Source: an optimization exercise on an open RTL-to-GDS flow (aim: small area and a short achievable clock period). Production flows keep margins and buffers that such runs may drop.
For this run, only the layout was checked, not whether the RTL still works.
Power figures rest on the tool's default switching activity, not on a simulated workload.

--- flow/config.mk ---
export PLATFORM = sky130hd
export DESIGN_NAME = alu_top
export DESIGN_NICKNAME = alu_top
export VERILOG_FILES = /design/flow/design.v
export SDC_FILE = /design/flow/constraint.sdc
export NUM_CORES = 4
export LEC_CHECK = 0
export CAP_MARGIN = 20
export CORE_MARGIN = 2
export CORE_UTILIZATION = 40
export SLEW_MARGIN = 20
--- flow/constraint.sdc ---
create_clock -name core_clock -period 16.0 [get_ports {clk}]
set_input_delay 3.2000 -clock core_clock [delete_from_list [all_inputs] [get_ports {clk}]]
set_output_delay 3.2000 -clock core_clock [all_outputs]
set_load 0.01 [all_outputs]
--- flow/design.v ---
`timescale 1ns / 1ps
module alu_top (
	input clk,
	input [31:0] a, b,
	input cin, binv, sel1, sel0,
	output reg [31:0] result,
	output reg co, zero, ovr);
	reg [31:0] a_q, b_q;
	reg cin_q, binv_q, sel1_q, sel0_q;
	wire [31:0] result_d;
	wire co_d, zero_d, ovr_d;
	always @(posedge clk) begin
		a_q <= a;
		b_q <= b;
		cin_q <= cin;
		binv_q <= binv;
		sel1_q <= sel1;
		sel0_q <= sel0;
		result <= result_d;
		co <= co_d;
		zero <= zero_d;
		ovr <= ovr_d;
	end
	DRAP_ALU u_alu (.result(result_d), .co(co_d), .zero(zero_d), .ovr(ovr_d),
		.a(a_q), .b(b_q), .cin(cin_q), .binv(binv_q), .sel1(sel1_q), .sel0(sel0_q));
endmodule

`timescale 1ns / 1ps
module mux2_1 (
output bmux,
input binv, b);
wire w1, w2, binv_n, bn;
not M1 (bn, b);
not M2 (binv_n, binv);
and M3 (w1, b, binv_n);
and M4 (w2, bn, binv);
or M5 (bmux, w1, w2);
endmodule
`timescale 1ns / 1ps
module mux4_1 (
output result,
input and0, or0, sum, less, sel1, sel0);
wire sel1n, sel0n, mux0, mux1, mux2, mux3;
not M1 (sel1n, sel1);
not M2 (sel0n, sel0);
and M3 (mux0, and0, sel1n, sel0n);
and M4 (mux1, or0, sel1n, sel0);
and M5 (mux2, sum, sel1, sel0n);
and M6 (mux3, less, sel1, sel0);
or M7 (result, mux0, mux1, mux2, mux3);
endmodule
`timescale 1ns / 1ps
module full_adder (
output sum, co,
input a, bmux, cin);
assign {co, sum} = {1'b0, a} + {1'b0, bmux} + {1'b0, cin};
endmodule
`timescale 1ns / 1ps
module alu_1bit (
output result, co,
input a, b, cin, binv, less, sel1, sel0);
wire bmux, sum, and0, or0;
mux2_1 M1 (bmux, binv, b);
and M2 (and0, a, bmux);
or M3 (or0, a, bmux);
full_adder M4 (sum, co, a, bmux, cin);
mux4_1 M5 (result, and0, or0, sum, less, sel1, sel0);
endmodule
`timescale 1ns / 1ps
module alu_last_bit (
output result, co, set,
input a, b, cin, binv, less, sel1, sel0);
wire bmux, sum, and0, or0;
mux2_1 M1 (bmux, binv, b);
and M2 (and0, a, bmux);
or M3 (or0, a, bmux);
full_adder M4 (sum, co, a, bmux, cin);
mux4_1 M5 (result, and0, or0, sum, less, sel1, sel0);
assign set = sum;
endmodule
`timescale 1ns / 1ps
module alu_4bit (
output [3:0] result,
output co,
input [3:0] a, b,
input cin, binv,  
input [3:0] less,
input sel1, sel0);
wire cin1, cin2, cin3;
alu_1bit M1 ( result[0], cin1, a[0], b[0], cin, binv, less[0], sel1, sel0);
alu_1bit M2 ( result[1], cin2, a[1], b[1], cin1, binv, less[1], sel1, sel0);
alu_1bit M3 ( result[2], cin3, a[2], b[2], cin2, binv, less[2], sel1, sel0);
alu_1bit M4 ( result[3], co, a[3], b[3], cin3, binv, less[3], sel1, sel0);
endmodule
`timescale 1ns / 1ps
module alu_4bit_upper (
output [3:0] result,
output co, set, ovr,
input [3:0] a, b,
input [3:0] less,
input cin, binv, sel1, sel0 );
wire cin1, cin2, cin3,cin4;
alu_1bit M1 ( result[0], cin1, a[0], b[0], cin, binv, less[0], sel1, sel0);
alu_1bit M2 ( result[1], cin2, a[1], b[1], cin1, binv, less[1], sel1, sel0);
alu_1bit M3 ( result[2], cin3, a[2], b[2], cin2, binv, less[2], sel1, sel0);
alu_last_bit M4 ( result[3], cin4, set, a[3], b[3], cin3, binv, less[3], sel1, sel0);
xor M5 (ovr, cin3, cin4);
assign co = cin4;
endmodule
`timescale 1ns / 1ps
module alu_8bit (
output [7:0] result,
output co,
input [7:0] a, b,
input cin, binv,
input [7:0]less,
input sel1, sel0
);
wire cin1;
alu_4bit M1 ( result[3:0], cin1, a[3:0], b[3:0], cin, binv, less[3:0], sel1, sel0);
alu_4bit M2 ( result[7:4], co, a[7:4], b[7:4], cin1, binv, less[7:4], sel1, sel0);
endmodule
`timescale 1ns / 1ps
module alu_16bit (
output [15:0] result, output co, input [15:0] a, b,
input cin, binv,
input [15:0] less,
input sel1, sel0);
wire cin1;
alu_8bit M1 ( result[7:0], cin1, a[7:0], b[7:0], cin, binv, less[7:0], sel1, sel0);
alu_8bit M2 ( result[15:8], co, a[15:8], b[15:8], cin1, binv, less[15:8], sel1, sel0);
endmodule
`timescale 1ns / 1ps
module alu_24bit (
output [23:0] result,
output co,
input [23:0] a, b,
input cin, binv,
input [23:0] less,
input sel1, sel0);
wire cin1;
alu_16bit M1 ( result[15:0], cin1, a[15:0], b[15:0], cin, binv, less[15:0], sel1, sel0);
alu_8bit M2 ( result[23:16], co, a[23:16], b[23:16], cin1, binv, less[23:16], sel1, sel0);
endmodule
`timescale 1ns / 1ps
module alu_32bit (
	output [31:0] result,
	output co, set, ovr,
	input [31:0] a, b,
	input cin, binv,
	input [31:0] less,
	input sel1, sel0);
	wire cin1, cin2;
	alu_24bit M1 ( result[23:0], cin1, a[23:0], b[23:0], cin, binv, less[23:0], sel1, sel0);
	alu_4bit M2 ( result[27:24], cin2, a[27:24], b[27:24], cin1, binv, less[27:24], sel1, sel0);
	alu_4bit_upper M3 ( result[31:28], co, set, ovr, a[31:28], b[31:28], less[31:28], cin2, binv, sel1, sel0);
endmodule
`timescale 1ns / 1ps
module DRAP_ALU (
output [31:0] result,
output co, zero, ovr,
input [31:0] a, b,
input cin, binv,
input sel1, sel0);
wire [31:0]less;
wire set;
assign less[31:1] = 31'b0;
alu_32bit M1 (result[31:0], co, set, ovr, a[31:0] , b[31:0] , cin, binv, less[31:0], sel1, sel0);
assign less[0] = set;
nor M2 (zero,result[31],result[30],result[29],result[28],result[27],result[26],result[25],
result[24],result[23],result[22],result[21],result[20],result[19],
result[18],result[17],result[16],result[15],result[14],result[13],result[12],
result[11],result[10],result[9],result[8],result[7],result[6],result[5],result[4],
result[3],result[2],result[1],result[0]);
endmodule
--- flow/run.sh ---
#!/bin/bash
# synth_recipe.tcl (not shown) runs the flow's synth.tcl, then flattens the netlist and writes it again
# the make line also repeats each setting of config.mk as NAME=value (left out here)
make -C /OpenROAD-flow-scripts/flow DESIGN_CONFIG=/design/flow/config.mk WORK_HOME=/design/flow/orfs CLKGATE_MAP_FILE= SYNTH_SCRIPT=/design/flow/synth_recipe.tcl finish
==> results.py <==
metrics = {
    "clock_network": {
        "htreeDepth": 3,
        "cts_hold_buffers": 0,
        "cts_tree": "built",
        "clock_sinks": 103,
        "cts.path.max_buffers": 2,
        "numCtsBuffers": 9,
        "postCtsSetupRepairBufs": 0,
        "cts-root-buf": "clkbuf_8",
        "clk_pin_slew_worst_paths_ns": 0.09,
        "insertion_delay_ns": 0.36,
    },
    "power_and_ir_drop": {
        "leakagePower_nw": 2.01,
        "power.share.clock_pct": 28.1,
        "combPwrFrac_pct": 21.9,
        "switchingPower_mw": 0.153,
        "p_seq_share_pct": 50.0,
        "p_int_mw": 0.425,
        "vdd_ir_drop_max_v": 0.0000591,
        "power.density_mw_per_mm2": 111,
        "switching_share_pct": 26.4,
    },
    "placement": {
        "gp_congestion": 0.749,
        "port_buffers": 103,
        "post-place-ws_ns": -0.310,
        "dp_hpwl_um": 5500,
    },
    "worst_setup_path": {
        "cp_slowest_cell": "or4_1",
        "rr_startpoint": "binv_q",
        "rr_worst_depth": 41,
        "cp.required_ns": 16.28,
        "reg2reg_slack_ns": 0.64,
        "worst_setup_path_start_kind": "flip-flop",
        "criticalPathCategory": "flip-flop to flip-flop",
        "worstPathMaxFanout": 2,
        "cp-end-kind": "flip-flop",
        "cp_common_cell": "fa_2",
        "crit_arrival_ns": 15.64,
        "slowest_delay_ns": 0.51,
        "r2r-end": "zero",
    },
    "routing": {
        "routed_wl_um": 7530,
        "detail-route-antenna-nets": 0,
        "post-route-drc-count": 0,
        "dr.pass1.iters": 4,
        "vias_per_cell": 4.70,
        "vias": 2347,
        "first_iter_violations": 38,
        "wl_per_cell_um": 15.1,
    },
    "floorplanning": {
        "dieArea_mm2": 0.0103,
        "rows": 35,
        "dieWidth_um": 101,
        "pin_count": 104,
        "initial_core_util_pct": 41.2,
        "die_h_um": 101,
        "core_mm2": 0.00920,
    },
    "job": {
        "drv_cap": 0,
    },
    "timing": {
        "fin_ws_ns": 0.639,
        "skew_ns": 0.00785,
        "hold_viol_final": 0,
        "setup_viol": 0,
        "slew_viol_final": 0,
        "rsz0062_at_grt": "false",
        "slew_headroom_pct": 49.1,
        "period_minus_slack_ns": 15.36,
        "worst_pin_slew_ns": 0.760,
        "maxClockFrequency_mhz": 65.1,
        "fin_crit_sh_pct": 96.0,
    },
    "layout": {
        "nNetsFinal": 484,
        "finish.utilization_pct": 56.3,
        "n_fill_cell": 793,
        "antenna_cells": 0,
        "drive_gt1_share_pct": 12.1,
        "layout-area-overhead-vs-synth_pct": 36.9,
    },
    "yosys": {
        "synth_edf_count": 0,
        "async_flop_share_pct": 0,
        "syn_area_mm2": 0.00378,
        "syn_avg_cell_area_um2": 13.7,
        "seq_area_frac_synth_pct": 54.5,
        "synth-main-ff-cell": "dfxtp_1",
        "yosysWarnings": 1,
        "ys_seq_elements": 103,
        "synthCells": 276,
        "syn-num-nets": 377,
        "synth.distinct_cells": 24,
    },
    "global_route": {
        "grt_overflow": 0,
        "grt_first_pass_wirelength_um": 12000,
        "grt_max_degree": 32,
        "first_global_vias": 2489,
        "antenna_found_initial": 0,
        "grtUsageTotal_pct": 15.6,
    },
    "min_path": {
        "hold_path.class": "flip-flop to flip-flop",
        "worstHoldEndpoint": "result[8]",
        "hold_depth": 2,
        "min-delay-start": "a_q[8]",
    },
    "run_status": {
        "status": "complete, no violations",
    },
}
[synthesized netlist by cell type, drive strengths merged, types with 2 or more instances]
master,number,area [µm²]
a22o,22,193
a32oi,8,70.1
buf,8,62.6
clkbuf,6,22.5
dfxtp,103,2060
fa,32,641
inv,5,18.8
maj3,22,224
nand2,12,45.0
nor2b,2,12.5
nor4,7,50.1
o21ai,10,50.1
or4,2,15.0
xor2,33,289
[sequential cells by signal (all words and copies together) (netlist names)]
register / count
a_q: 32
b_q: 32
binv_q: 1
cin_q: 1
co: 1
ovr: 1
result: 32
sel0_q: 1
sel1_q: 1
zero: 1
[worst max path at each step]
| stage | from | to |
|---|---|---|
| after floorplan | binv_q | zero |
| after global placement | binv_q | zero |
| after detailed placement | binv_q | zero |
| after CTS | binv_q | zero |
| after global routing | binv_q | zero |
| final | binv_q | zero |
[power by group through the flow]
stage	clock network [mW]	registers, mW	logic (mW)
after detailed placement	0	0.295	0.126
after global placement	0	0.294	0.124
after floorplan	0	0.300	0.0612
after global routing	0.178	0.291	0.142
after CTS	0.169	0.289	0.127
final	0.163	0.289	0.126
[cells by family after synthesis]
group                    Yosys count  synth area share [%]
AND/OR/NAND/NOR                   24                  3.40
adder cells (fa/ha/maj)           54                  22.8
buffers and inverters             19                  2.74
XOR/XNOR                          33                  7.64
AO/OA/AOI/OAI                     43                  8.89
flip-flops                       103                  54.5
[per-layer routing]
metal	track usage, %	vias to the layer above	share of wire [%]
met4	4.68	0	1.3
met1	19.5	1112	44
met3	4.69	10	5.0
met2	26.2	62	49
li1	-	1163	-
met5	0	-	0
[worst max-delay path: cells and delay by family (launching register included)]
kind,cells,cell delay [ns]
adder cells (fa/ha/maj),32,13.54
AND/OR/NAND/NOR,4,0.87
flip-flops,1,0.33
AO/OA/AOI/OAI,2,0.21
XOR/XNOR,1,0.16
buffers and inverters,2,0.14
[layout make-up]
class / count / area (µm²) / share of cell area, %
clock inverter: 7 / 77.6 / 1.50
tap: 111 / 139 / 2.68
inverter: 5 / 18.8 / 0.362
sequential: 103 / 2060 / 39.8
clock buffer: 9 / 124 / 2.39
multi-input combinational: 154 / 1670 / 32.2
timing repair buffer: 110 / 1090 / 21.1
[layout by cell type (no fill, tap or decap), drive strengths merged]
cell type and count:
nand2 12, a32oi 8, fa 32, a22oi 1
clkinvlp 1, maj3 22, inv 8, dfxtp 103
buf 7, o311ai 1, clkinv 2, nor4 7
o21ai 10, o211ai 1, or4 2, nor2b 2
clkdlybuf4s50 103, clkbuf 9, nand4 1, a22o 22
bufinv 1, xor2 33
[stage by stage]
| step | std cells | cell area (µm²) | hold WS, ns | total power [mW] | setup TNS, ns |
|---|---|---|---|---|---|
| after floorplan | 276 | 3790 | 0.494 | 0.361 | 0 |
| after global placement | 482 | 4930 | 0.535 | 0.418 | -0.204 |
| after detailed placement | 482 | 4930 | 0.554 | 0.420 | -0.310 |
| after CTS | 498 | 5140 | 0.578 | 0.585 | 0 |
| after global routing | 499 | 5180 | 0.601 | 0.611 | 0 |
| final | 499 | 5180 | 0.576 | 0.577 | 0 |
[what timing repair did]
| action | 4_1_cts | 5_1_grt |
|---|---|---|
| pin swaps | 0 | 1 |
| resized for setup | 6 | 8 |
| setup endpoints to repair | 1 | 1 |

-- afterwards: timing with drivers on the ports --
The results above use ideal ports. As a check the final layout listed here was re-extracted and re-timed, cells and wires unchanged. Step 1 (the two cells are an assumption about what drives the block):
set clk [get_ports {clk}]
set_driving_cell -lib_cell sky130_fd_sc_hd__clkbuf_16 $clk
set_driving_cell -lib_cell sky130_fd_sc_hd__buf_2 [delete_from_list [all_inputs] $clk]
Step 2 adds t to the input delays and takes it off the output delays; t is the mean of the earliest and latest rising clock arrival at the registers after step 1. Input paths then give back, and output paths get back, about the clock's delay inside the block. a / b / c = no drivers / after step 1 / after step 2; a / b = the first two.
t (ns): 0.388
slack for setup (ns): 0.639 / 0.639 / 0.639
worst setup path at the end: register to register
pins driven straight from the clock port: 1
After both steps this run still meets setup and hold. For this run, drivers alone change the setup slack by 0.000 ns; drivers and shift together by 0.000 ns.
